From an optimization exercise on the open Yosys and OpenROAD flow, aimed at small area and a short achievable clock period; shortcuts taken in it are not production practice.
Only simulation tests tie the RTL to the original design; equivalence was not proved.
Power figures rest on the tool's default switching activity, not on a simulated workload.

Design DCPU, start of the top module:
module DCPU(
  input  wire       CLK,
  input  wire       RST,
  input  wire       EN,
  input  wire       Start,
  output wire[7:0]  InstMemAddr,
  input  wire[15:0] Inst,
  output wire[7:0]  DataMemAddr,
  input  wire[15:0] DataIn,
  output wire       DataMemWE,
  output wire[15:0] DataOut
);
  localparam [4:0] NOP  = 5'b00000, HALT = 5'b00001, LOAD = 5'b00010,
                   STORE= 5'b00011, CMP  = 5'b00100, BE   = 5'b00101,
                   JUMP = 5'b00110, JMPR = 5'b00111, BZ   = 5'b01000,
                   BNZ  = 5'b01001, BN   = 5'b01010, BNN  = 5'b01011,
                   BC   = 5'b01100, BNC  = 5'b01101, BB   = 5'b01110,
                   BS   = 5'b01111, ADD  = 5'b10000, ADDI = 5'b10001,
                   ADDC = 5'b10010, SUB  = 5'b10011, SUBI = 5'b10100,
                   SUBB = 5'b10101, INC  = 5'b10110, LDIL = 5'b10111,
                   LDIH = 5'b11000, XOR  = 5'b11001, AND  = 5'b11010,
                   OR   = 5'b11011, SLL  = 5'b11100, SLA  = 5'b11101,
                   SRL  = 5'b11110, SRA  = 5'b11111;
  ...
For scale: about 300 flip-flops, about 69 I/O pins, roughly 17000 sq um of cells after synthesis.
Settings: LEC_CHECK=0, ABC_AREA=1, CAP_MARGIN=20, CORE_MARGIN=2, CORE_UTILIZATION=40, SETUP_SLACK_MARGIN=3.0, SLEW_MARGIN=20; clock period 5.0 ns.
run.sh (not shown) runs the stock make flow with config.mk's settings and CLKGATE_MAP_FILE= SYNTH_SCRIPT=/design/flow/synth_recipe.tcl, a recipe that flattens the netlist after the stock synthesis.
The first run ran to the end with no violations.
Rerun with:
- SETUP_SLACK_MARGIN: 3.0 -> 2.5
=>
- combinational power decreases by 16%
- power came out lower by 8.4%
- worst setup slack gains 0.030 ns
- area after synthesis stays the same
- hold slack is better by 0.012 ns
- clock power goes up by about 3%
- clock skew came out higher by 0.0053 ns
- core utilization shrinks by 4.1 points
- clock-buffer cell count climbs by 1
- wire length is lower by 2.3%

DCPU, a different RTL version from the one above (not shown whole).
Size in the first run: about 2500 cells after synthesis, ~310 flip-flops, roughly 0.018 mm2 of cells after synthesis.
Settings: LEC_CHECK=0, ABC_AREA=1, CAP_MARGIN=20, CORE_MARGIN=2, CORE_UTILIZATION=40, SETUP_SLACK_MARGIN=2.6, SLEW_MARGIN=20; clock period 5.0 ns.
Rerun with:
- SETUP_SLACK_MARGIN: 2.6 -> 2.7
After rerunning: Non-clock buffer count is lower by 4; utilization went up by 2.0 points; via count is higher by 2.5%; design area climbs by 4.0%; synthesized cell count stays the same; clock skew rises by 0.012 ns; power rose by 10%; worst setup slack is worse by 0.14 ns; global-route usage rises by 1.5 points.
Rerun with:
- CORE_UTILIZATION: 40 -> 50
- SETUP_SLACK_MARGIN: 2.7 -> 2.6
Outcome: Clock power is higher by about 3%. Critical path depth came out higher by 11. Fmax went up by 5.1%. Utilization goes up by 9.5 points. Setup slack gets better by 0.12 ns. Via count goes down by 2.0%. Design area goes down by 5.2%. Combinational power decreases by 19%. Power fell by 8.9%. Die area went down by 20%.
Rerun with:
- CORE_UTILIZATION: 50 -> 40
- PLACE_DENSITY: not set -> 0.75
What happened: Global-route usage went down by 7.5 points. Combinational power went up by 11%. Via count went up by 1.1%. First-iteration DRC count went up by 26%.
Rerun with:
- PLACE_DENSITY: 0.75 -> not set
- SETUP_SLACK_MARGIN: 2.6 -> 2.3
The changed run passed the timing, design-rule and antenna checks.
Final area shrinks by a few percent.
Global-route usage climbs by 0.22 points.
Sequential cell count stays the same.
Non-clock buffer count shrinks by 26.
Worst setup slack got worse by 0.24 ns.

== rev 12 ==
Starting RTL as in the previous note.
clock: 5.0 ns
lec_check: 0
abc_area: 0
cap_margin: 20
core_margin: 2
core_utilization: 40
setup_slack_margin: 2.6
slew_margin: 20
What rev 13 does differently from rev 12 at the input level:
Settings: SETUP_SLACK_MARGIN: 2.6 -> 2.4; ABC_AREA: 0 -> 1.
[summary]
Compared with rev 12, in rev 13 clock skew saw a decrease; placement row count saw a decrease.
simple AND/OR/NAND/NOR gates as the main combinational cell family by area after synthesis was reported by rev 13, and compound AO/OA/AOI/OAI gates by rev 12.
From rev 12 to rev 13 the numbers moved as follows: count of antenna diodes in the layout fell 2, clock share of power rose 3.6 points.

DCPU, a different RTL version from the one above (not shown whole).
Size: roughly 2400 cells after synthesis, roughly 310 flip-flops, roughly 18000 um^2 of cells after synthesis.
make LEC_CHECK=0 ABC_AREA=1 CAP_MARGIN=20 CORE_MARGIN=2 CORE_UTILIZATION=60 SETUP_SLACK_MARGIN=2.5 SLEW_MARGIN=20 finish   # period 5.0 ns
Change:
--- a/flow/config.mk
+++ b/flow/config.mk
@@ -7,7 +7,7 @@
 export LEC_CHECK = 0
 export ABC_AREA = 1
-export CAP_MARGIN = 20
+export CAP_MARGIN = 0
 export CORE_MARGIN = 2
-export CORE_UTILIZATION = 60
+export CORE_UTILIZATION = 40
 export SETUP_SLACK_MARGIN = 2.5
-export SLEW_MARGIN = 20
+export SLEW_MARGIN = 0
Outcome: Count of clock-buffer cells in the layout increases by 4. Final area increases slightly. Clock skew stays flat. Routed wire length increases by a few percent. Power hardly moves. Hold slack got worse by 0.014 ns. Worst setup slack improved by 0.079 ns. Final cell count increases by a little under a tenth. Die area increases by well over a third. Combinational power increases slightly.

RTL: one of the versions met above, not the one the previous note started from.
Size: ~2500 cells after synthesis, roughly 69 I/O pins.
clock: 5.0 ns
lec_check: 0
abc_area: 1
cap_margin: 20
core_margin: 2
core_utilization: 40
place_density: 0.45
setup_slack_margin: 2.6
slew_margin: 20
The baseline finished clean.
Rerun with:
- PLACE_DENSITY: 0.45 -> default
- SETUP_SLACK_MARGIN: 2.6 -> 2.5
Outcome: The changed run completed with no timing, DRC or antenna violations. Power falls by about 7%. Routed wire length falls by about 9%. Fmax falls by about 2.5%. Synthesized cell count does not change. Die area does not change. Critical path depth falls by 12. Global-route usage falls by 2.3 points. Core utilization falls by 2.0 points. Worst setup slack loses 0.062 ns.
Rerun with:
- SETUP_SLACK_MARGIN: 2.5 -> 2.6
- TNS_END_PERCENT: default -> 50
Routed wire length is higher by 1.4%.
Utilization went up by 1.1 points.
Total power went up by 2.6%.
Rerun with:
- SETUP_SLACK_MARGIN: 2.6 -> 2.8
- TNS_END_PERCENT: 50 -> default
Outcome: The new run produced a clean layout; total power climbs by 9.8%; synthesized area does not change; via count climbs by 3.4%.

==> afterwards: timing with drivers on the ports <==
No port has a modelled driver above. Below, the same layouts with a new extraction and two added sets of constraints. Step 1: set_driving_cell puts a clkbuf_16 on CLK and a buf_2 on each other input, an assumption about the parent block. Step 2 adds t to the input delays and takes it off the output delays; t is the mean of the earliest and latest rising clock arrival at the registers after step 1. Input paths then give back, and output paths get back, about the clock's delay inside the block. Three values: ideal, step 1, step 2; two values: the first two.
run | shift t [ns] | setup WS [ns] | worst setup path at the end
the first run of note 1 | 0.596 | 2.391 / 2.391 / 2.248 | input to register
the second run of note 1 | 0.591 | 2.421 / 2.421 / 2.098 | input to register
the first run of note 2 | 0.583 | 2.644 / 2.628 / 2.290 | input to register
the second run of note 2 | 0.585 | 2.502 / 2.502 / 2.121 | input to register
the third run of note 2 | 0.603 | 2.623 / 2.612 / 2.193 | input to register
the fourth run of note 2 | 0.623 | 2.597 / 2.564 / 2.085 | input to register
the fifth run of note 2 | 0.583 | 2.362 / 2.309 / 1.879 | input to register
rev 12 | 0.617 | 2.074 / 2.074 / 1.794 | input to register
rev 13 | 0.584 | 2.443 / 2.390 / 1.995 | input to register
the first run of note 4 | 0.577 | 2.363 / 2.363 / 2.061 | input to register
the second run of note 4 | 0.587 | 2.443 / 2.443 / 2.027 | input to register
the first run of note 5 | 0.604 | 2.610 / 2.610 / 2.044 | input to register
the second run of note 5 | 0.583 | 2.548 / 2.494 / 2.052 | input to register
the third run of note 5 | 0.583 | 2.466 / 2.411 / 2.259 | input to register
the fourth run of note 5 | 0.587 | 2.558 / 2.558 / 2.271 | input to register
After both steps every run listed still meets setup and hold. The setup slack of the first run of note 5, which loses most, moves by 0.000 ns with the drivers and by -0.566 ns with both steps.
